What follows belongs to an exercise in optimizing a design on an open flow for small area; a production flow would make more cautious choices. Function not checked in this run: the RTL went through the layout flow alone. Power figures rest on the tool's default switching activity, not on a simulated workload.

==> flow/design.v <==
module key_scan(
    input            clk,
    input            rst_n,
    input      [3:0] key_col,
    output     [3:0] key_row,
    output     [3:0] key_out,
    output           key_vld
);
    reg [3:0] col_ff0, col_ff1;
    reg [6:0] shake_cnt;
    reg [2:0] r;
    reg [4:0] s;
    reg [1:0] col_get;
    always @(posedge clk or negedge rst_n)
        if (!rst_n) begin
            col_ff0 <= 4'hf;
            col_ff1 <= 4'hf;
        end else begin
            col_ff0 <= key_col;
            col_ff1 <= col_ff0;
        end
    wire any_low    = ~&col_ff1;
    wire shake_flag = any_low & shake_cnt[6] & shake_cnt[5] & shake_cnt[1] & shake_cnt[0];
    always @(posedge clk or negedge rst_n)
        if (!rst_n)
            shake_cnt <= 7'd0;
        else if (any_low)
            shake_cnt <= shake_flag ? 7'd0 : shake_cnt + 7'd1;
    wire s_end = s[4];              
    wire idle  = r[2] & r[0];       
    wire r_is4 = r[2] & ~r[0];
    always @(posedge clk or negedge rst_n)
        if (!rst_n) begin
            r <= 3'd7;
            s <= 5'd0;
        end else if (s_end) begin
            if (r_is4) begin
                if (!any_low) begin
                    r <= 3'd7;
                    s <= 5'd0;
                end
            end else begin
                r <= r + 3'd1;
                s <= 5'd0;
            end
        end else if (idle) begin
            if (shake_flag)
                s <= 5'd16;
        end else
            s <= s + 5'd1;
    always @(posedge clk)
        if (idle & ~s_end)
            col_get <= (col_ff1 == 4'b1110) ? 2'd0 :
                       (col_ff1 == 4'b1101) ? 2'd1 :
                       (col_ff1 == 4'b1011) ? 2'd2 : 2'd3;
    assign key_row = {~r[2] & (r[1:0] != 2'd3), ~r[2] & (r[1:0] != 2'd2),
                      ~r[2] & (r[1:0] != 2'd1), ~r[2] & (r[1:0] != 2'd0)};
    assign key_vld = ~r[2] & (&s[3:0]) & ~col_ff1[col_get];
    assign key_out = {r[1:0], col_get};
endmodule
module control(
    input            clk,
    input            rst_n,
    input      [3:0] key_num,
    input            key_vld,
    input      [2:0] dsel,
    output reg [4:0] dchar
);
    localparam LOCKED = 2'b00, OPEN = 2'b01, PASSWORD = 2'b10, ERROR = 2'b11;
    localparam CHAR_O = 5'h10, CHAR_P = 5'h11, CHAR_E = 5'h12, CHAR_N = 5'h13,
               CHAR_L = 5'h14, CHAR_C = 5'h15, CHAR_K = 5'h16, CHAR_D = 5'h17,
               CHAR_R = 5'h18, NONE = 5'h1f;
    reg [1:0]  state;
    reg        lock, twice;
    reg [2:0]  cnt_pw;
    reg [15:0] password;
    reg [15:0] cnt_10s;
    reg [10:0] cnt_2s_hi;    
    wire in_pw  = state == PASSWORD;
    wire in_err = state == ERROR;
    wire digit   = key_vld & (key_num < 4'd10);
    wire confirm = key_vld & (key_num == 4'd10);
    wire pw_ok   = password == 16'h2345;
    wire end_10s = in_pw & cnt_10s[15] & cnt_10s[14] & cnt_10s[9] & cnt_10s[8] &
                   cnt_10s[6] & cnt_10s[3] & cnt_10s[2] & cnt_10s[1] & cnt_10s[0];
    wire end_2s  = in_err & cnt_2s_hi[10] & cnt_2s_hi[7] & cnt_2s_hi[6] &
                   cnt_2s_hi[5] & cnt_2s_hi[0] & (&cnt_pw);
    wire to_locked = in_pw & lock & end_10s;
    wire to_open   = in_pw & ((lock & confirm & pw_ok & twice) | (~lock & end_10s));
    wire to_error  = in_pw & confirm & ~pw_ok;
    wire set_twice = in_pw & lock & confirm & pw_ok & ~twice;
    always @(posedge clk or negedge rst_n)
        if (!rst_n) begin
            state <= LOCKED;
            lock  <= 1'b1;
            twice <= 1'b0;
        end else begin
            case (state)
                LOCKED:   if (digit) state <= PASSWORD;
                OPEN:     if (digit) state <= PASSWORD;
                PASSWORD: if (to_locked) state <= LOCKED;
                          else if (to_open) state <= OPEN;
                          else if (to_error) state <= ERROR;
                ERROR:    if (end_2s) state <= LOCKED;
            endcase
            if (to_locked | end_2s | (to_error & lock))
                lock <= 1'b1;
            else if (to_open)
                lock <= 1'b0;
            if (set_twice)
                twice <= 1'b1;
            else if (to_locked | to_open | to_error)
                twice <= 1'b0;
        end
    wire add_pw = ~in_err & digit & ~cnt_pw[2];
    wire end_pw = confirm | end_10s;
    always @(posedge clk or negedge rst_n)
        if (!rst_n)
            cnt_pw <= 3'd0;
        else if (in_err)
            cnt_pw <= cnt_pw + 3'd1;
        else if (end_pw)
            cnt_pw <= 3'd0;
        else if (add_pw)
            cnt_pw <= cnt_pw + 3'd1;
    always @(posedge clk)
        cnt_2s_hi <= in_err ? cnt_2s_hi + {10'd0, &cnt_pw} : 11'd0;
    always @(posedge clk or negedge rst_n)
        if (!rst_n)
            cnt_10s <= 16'd0;
        else if (end_10s)
            cnt_10s <= 16'd0;
        else
            cnt_10s <= cnt_10s + {15'd0, in_pw};
    always @(posedge clk or negedge rst_n)
        if (!rst_n)
            password[3] <= 1'b1;
        else if (add_pw)
            password[3] <= key_num[3];
    always @(posedge clk)
        if (add_pw)
            {password[15:4], password[2:0]} <= {password[11:0], key_num[2:0]};
    always @(*) begin
        dchar = NONE;
        case (state)
            LOCKED: case (dsel)
                3'd0: dchar = CHAR_D; 3'd1: dchar = CHAR_E; 3'd2: dchar = CHAR_K;
                3'd3: dchar = CHAR_C; 3'd4: dchar = CHAR_O; default: dchar = CHAR_L;
            endcase
            OPEN: case (dsel)
                3'd0: dchar = CHAR_N; 3'd1: dchar = CHAR_E; 3'd2: dchar = CHAR_P;
                3'd3: dchar = CHAR_O; default: dchar = NONE;
            endcase
            ERROR: case (dsel)
                3'd0: dchar = CHAR_R; 3'd1: dchar = CHAR_O; 3'd2: dchar = CHAR_R;
                3'd3: dchar = CHAR_R; 3'd4: dchar = CHAR_E; default: dchar = NONE;
            endcase
            PASSWORD: case (dsel)
                3'd0: dchar = (cnt_pw > 3'd0) ? {1'b0, password[3:0]}   : NONE;
                3'd1: dchar = (cnt_pw > 3'd1) ? {1'b0, password[7:4]}   : NONE;
                3'd2: dchar = (cnt_pw > 3'd2) ? {1'b0, password[11:8]}  : NONE;
                3'd3: dchar = (cnt_pw > 3'd3) ? {1'b0, password[15:12]} : NONE;
                default: dchar = NONE;
            endcase
        endcase
    end
endmodule
module seg_display(
    input            clk,
    input            rst_n,
    input      [4:0] dchar,
    output     [2:0] dsel,
    output     [7:0] segment,
    output     [5:0] seg_sel
);
    reg [4:0] cnt_300us;
    reg [2:0] sel;        
    reg [4:0] hold;
    reg [4:0] code;
    wire end_300us = cnt_300us[4] & cnt_300us[1] & cnt_300us[0];
    wire load      = cnt_300us[3] & cnt_300us[0] & ~cnt_300us[2] & ~cnt_300us[1];
    always @(posedge clk or negedge rst_n)
        if (!rst_n)
            cnt_300us <= 5'd0;
        else
            cnt_300us <= end_300us ? 5'd0 : cnt_300us + 5'd1;
    always @(posedge clk or negedge rst_n)
        if (!rst_n)
            sel <= 3'd7;
        else if (cnt_300us == 5'd0)
            sel <= (sel == 3'd5) ? 3'd0 : sel + 3'd1;
    reg [4:0] take_at;
    always @(*)
        case (sel)
            3'd0: take_at = 5'd4;
            3'd1: take_at = 5'd3;
            3'd2: take_at = 5'd2;
            3'd3: take_at = 5'd1;
            3'd4: take_at = 5'd6;
            default: take_at = 5'd5;
        endcase
    assign dsel = sel;
    always @(posedge clk)
        if (cnt_300us == take_at)
            hold <= dchar;
    always @(posedge clk or negedge rst_n)
        if (!rst_n)
            code <= 5'h1f;
        else if (load)
            code <= hold;
    reg [6:0] seg;
    always @(*)
        case (code)
            5'h00: seg = 7'b100_0000;
            5'h01: seg = 7'b111_1001;
            5'h02: seg = 7'b010_0100;
            5'h03: seg = 7'b011_0000;
            5'h04: seg = 7'b001_1001;
            5'h05: seg = 7'b001_0010;
            5'h06: seg = 7'b000_0010;
            5'h07: seg = 7'b111_1000;
            5'h08: seg = 7'b000_0000;
            5'h09: seg = 7'b001_0000;
            5'h10: seg = 7'b010_0011;
            5'h11: seg = 7'b000_1100;
            5'h12: seg = 7'b000_0110;
            5'h13: seg = 7'b010_1011;
            5'h14: seg = 7'b100_0111;
            5'h15: seg = 7'b100_0110;
            5'h16: seg = 7'b000_0101;
            5'h17: seg = 7'b010_0001;
            5'h18: seg = 7'b010_1111;
            default: seg = 7'b111_1111;
        endcase
    assign segment = {1'b1, seg};
    assign seg_sel = (sel == 3'd7) ? 6'b000000 : ~(6'b000001 << sel);
endmodule
module top(
    input        clk,
    input        rst_n,
    input  [3:0] key_col,
    output [3:0] key_row,
    output [5:0] seg_sel,
    output [7:0] segment
);
    wire [3:0] key_out;
    wire       key_vld;
    wire [2:0] dsel;
    wire [4:0] dchar;
    key_scan u_key_scan(.clk(clk), .rst_n(rst_n), .key_col(key_col),
                        .key_row(key_row), .key_out(key_out), .key_vld(key_vld));
    control u_ctrl(.clk(clk), .rst_n(rst_n), .key_num(key_out), .key_vld(key_vld),
                   .dsel(dsel), .dchar(dchar));
    seg_display u_segment(.clk(clk), .rst_n(rst_n), .dchar(dchar), .dsel(dsel),
                          .segment(segment), .seg_sel(seg_sel));
endmodule
==> flow/run.sh <==
#!/bin/bash
# synth_recipe.tcl (not shown) runs the flow's synth.tcl, then flattens the netlist and writes it again
# the make line also repeats each setting of config.mk as NAME=value (left out here)
make -C /OpenROAD-flow-scripts/flow DESIGN_CONFIG=/design/flow/config.mk WORK_HOME=/design/flow/orfs CLKGATE_MAP_FILE= SYNTH_SCRIPT=/design/flow/synth_recipe.tcl finish
==> flow/config.mk <==
export PLATFORM = sky130hd
export DESIGN_NAME = top
export DESIGN_NICKNAME = top
export VERILOG_FILES = /design/flow/design.v
export SDC_FILE = /design/flow/constraint.sdc
export NUM_CORES = 4
export LEC_CHECK = 0
export CAP_MARGIN = 20
export CORE_MARGIN = 2
export CORE_UTILIZATION = 40
export SLEW_MARGIN = 20
==> flow/constraint.sdc <==
create_clock -name core_clock -period 10.0 [get_ports {clk}]
set_input_delay 2.0000 -clock core_clock [delete_from_list [all_inputs] [get_ports {clk}]]
set_output_delay 2.0000 -clock core_clock [all_outputs]
set_load 0.01 [all_outputs]
==> run summary <==
outcome timing/DRC/antenna clean; Post-Syn Instances between 500 and 600; r2r worst-path depth 7; Worst-Skew Late Latency ~340 ps; Post-CTS Setup Bufs 0; Final Instance Count excl. Fillers slightly above 700; # H-tree levels 3; detailed-route via count approximately 3,800; placed insts 693; xor and xnor area share after synthesis slightly below 5%; Critical-path top delay cell dfstp_2; CTS tree done; PwrDens 155.3 nW/um2; Hold Buf Count CTS 0; initial core utilization roughly two fifths; WP data arrival between 2000 and 2500 ps; f_max ~220 MHz; drt first pass iters 5; antenna violations before repair 0; hold path depth 0; Seq/Total Area, Yosys a little under half; leak pwr ~2.3 nW; final slew viol count 0; post-DP HPWL roughly 7000 um; row count 41; Async SR Flop Fraction roughly 65%; core area between 10,000 and 15,000 um2; Worst Setup End Kind output pin; ys flop type dfrtp_1; clk_skew about 5.3 ps; Synth Area in Adders between 6 and 7%; Worst setup SP type register; Worst Setup Path Type register to output pin; peak supply drop between 0.1 and 0.15 mV; Synth Area in Simple Gates a little under a fifth; hold crit path type register to register; Crit Path Max Fanout 7; vias per cell ~5.4; Top Ports 24; ANT cells 0; number of failing hold endpoints at the final stage 0; Antenna Nets Post-Route 0; syn_nets between 500 and 600; share of cells above drive strength 1 9.497%; most common cell after layout, fill and taps aside nand2_1; vias in the first global route 3,723; chain of cells forming the critical path inv_1 > ha_1 > a21oi_1 > a21oi_1 > nor2_1 > nor2_1 > a21oi_1 > clkdlybuf4s50_1; RSZ-0062 raised after global routing no; Avg Synthesized Cell Area about 9.7 um2; cts repair resizes 0; Finish-stage setup viols 0; first-pass GRT wire length 17,320 um; DRC violations left 0; 1st-iter DRT viols approximately 250; number of port buffers 22; flops & latches, synth 93; CTS root buf clkbuf_16; final WL 9806 um; number of max-cap violations 0; fin util a little under half; GRT Total Usage 15.94%; largest family of logic cells by synthesized area simple AND/OR/NAND/NOR gates; die width about 120 um; clock tree buffer depth 2; most frequent CP cell a21oi_1; largest net degree at the start of global routing just over 60; CTS Buf Count 9; Slew headroom 43.39%; mux share of post-synthesis cell area 2.940%; Congestion Overflow GR 0; Setup TNS 0 ps; post-synthesis compound-gate area fraction 15.89%; total chip power 0.0008876 W; post-layout min period 4485 ps; nets@finish 564; CP Data Required Time roughly 8000 ps; Reg clk slew, reported paths about 60 ps; commonest cells after routing, fill and taps aside 47 x nand2_1, 46 x nor2_1, 39 x o21ai_0, 39 x dfrtp_1, 35 x a21oi_1; actual slew at the worst max-slew pin between 800 and 900 ps; number of flops mapped to enable cells by yosys 22; Die H ~120 um; Cell Area, Synth 5064 um2; slowest stage delay, CP 590 ps; final-layout fill cell count 1,181; gp weighted congestion between 0.8 and 0.9; Synth warnings 3; die area about 14,000 um2; final hold slack 355.7 ps; Final period util ~45%; average wire per standard cell between 10 and 15 um; library cells used by synthesis 64; clock sink total a little over 90; P&R area growth vs syn 12.87%
## per-layer routing
metal	track usage (%)	wire length, um	up-vias
li1	-	-	1885
met1	21.09	4725	1860
met2	25.97	4622	77
met3	3.529	320	12
met4	5.476	137	0
met5	0	0	-
## final timing paths
path | startpoint | endpoint | slack (ps)
max reg2reg | u_segment.sel[2]$_DFFE_PN1N_ | u_segment.hold[2]$_DFFE_PN_ | 7110
min reg2reg | u_key_scan.col_ff0[3]$_DFF_PN1_ | u_key_scan.col_ff1[3]$_DFF_PN1_ | 360
max | u_segment.code[1]$_DFFE_PN1P_ | segment[3] | 5520
max in group asynchronous | rst_n | u_segment.cnt_300us[4]$_DFF_PN0_ | 7690
min in group asynchronous | rst_n | u_key_scan.shake_cnt[6]$_DFFE_PN0N_ | 1810
min | u_key_scan.col_ff0[3]$_DFF_PN1_ | u_key_scan.col_ff1[3]$_DFF_PN1_ | 360
## cells by family after synthesis
family,after synthesis
other,1
buffers and inverters,53
muxes,13
and+or+nand+nor,183
DFF,93
adders and majority gates,26
AOI/OAI and AO/OA,126
xor gates and xnor gates,28
## per-stage QoR
| step | setup WS [ps] | instance area (um2) |
|---|---|---|
| after detailed placement | 5889 | 5403 |
| after CTS | 5511 | 5715 |
| after global routing | 5379 | 5715 |
| final | 5515 | 5715 |
| after global placement | 5920 | 5403 |
| after floorplan | 6439 | 5064 |
## where the power goes
group	total (W)	switching (W)	leakage, nW	internal, W
logic	0.0000850	0.0000459	1.16	0.0000391
registers	0.000451	0.0000309	0.999	0.000420
clock network	0.000352	0.000136	0.155	0.000216
## cell usage after synthesis, drive strengths merged, types with 4 or more instances
cell | count | area [um2]
xnor2 | 10 | 87.58
nand3 | 19 | 95.09
a31oi | 9 | 56.30
inv | 28 | 105.1
nor3 | 7 | 35.03
xor2 | 18 | 157.7
nand4 | 10 | 62.56
nor2b | 5 | 31.28
a21oi | 35 | 175.2
o21ai | 39 | 195.2
nand2b | 6 | 37.54
ha | 26 | 325.3
buf | 4 | 20.02
mux2 | 5 | 56.30
dfxtp | 11 | 220.2
nor2 | 47 | 183.9
and4 | 5 | 43.79
and2 | 7 | 43.79
or3 | 7 | 43.79
o22ai | 6 | 37.54
and3 | 6 | 37.54
dfrtp | 39 | 975.9
mux2i | 7 | 70.07
dfstp | 21 | 551.8
edfxtp | 22 | 660.6
nand2 | 48 | 182.7
clkbuf | 21 | 78.83
## cell type report
cell class / count / area, um2 / area share, %
Multi-Input combinational cell: 377 / 2451 / 42.89
Tap cell: 172 / 215.2 / 3.765
Timing Repair Buffer: 23 / 222.7 / 3.897
Clock inverter: 3 / 41.29 / 0.7224
Clock buffer: 13 / 271.5 / 4.750
Inverter: 28 / 105.1 / 1.839
Sequential cell: 93 / 2409 / 42.14
## worst max-delay path: cells and delay by family (launching register included)
family | cells | cell delay [ps]
AND/OR/NAND/NOR | 2 | 130
AO/OA/AOI/OAI | 3 | 370
adder cells (fa/ha/maj) | 1 | 370
flip-flops | 1 | 590
buffers and inverters | 2 | 680
## flip-flops by register name, summed over array words and instances (netlist names), 2 cells and up
signal,count
u_ctrl.cnt_2s_hi,11
u_key_scan.col_get,2
u_key_scan.r,3
u_key_scan.col_ff0,4
u_segment.hold,5
u_segment.code,5
u_ctrl.cnt_10s,16
u_ctrl.state,2
u_key_scan.s,5
u_ctrl.password,16
u_segment.cnt_300us,5
u_ctrl.cnt_pw,3
u_key_scan.col_ff1,4
u_segment.sel,3
u_key_scan.shake_cnt,7

==> what the ideal ports hide <==
The results above use ideal ports. As a check the final layout listed here was re-extracted and re-timed, cells and wires unchanged.
Step 1, drivers: a clkbuf_16 drives clk and a buf_2 each remaining input, both assumed.
Step 2 adds t to the input delays and takes it off the output delays; t is the mean of the earliest and latest rising clock arrival at the registers after step 1. Input paths then give back, and output paths get back, about the clock's delay inside the block.
Slacks: ideal / step 1 / step 2; pairs: ideal / step 1.
t, ns: 0.375
slack for setup (ns): 5.515 / 5.476 / 5.851
worst register clock-pin slew, ns: 0.06 / 0.06
After both steps setup and hold are still met in this run. For this run, drivers alone change the setup slack by -0.039 ns; drivers and shift together by +0.336 ns.
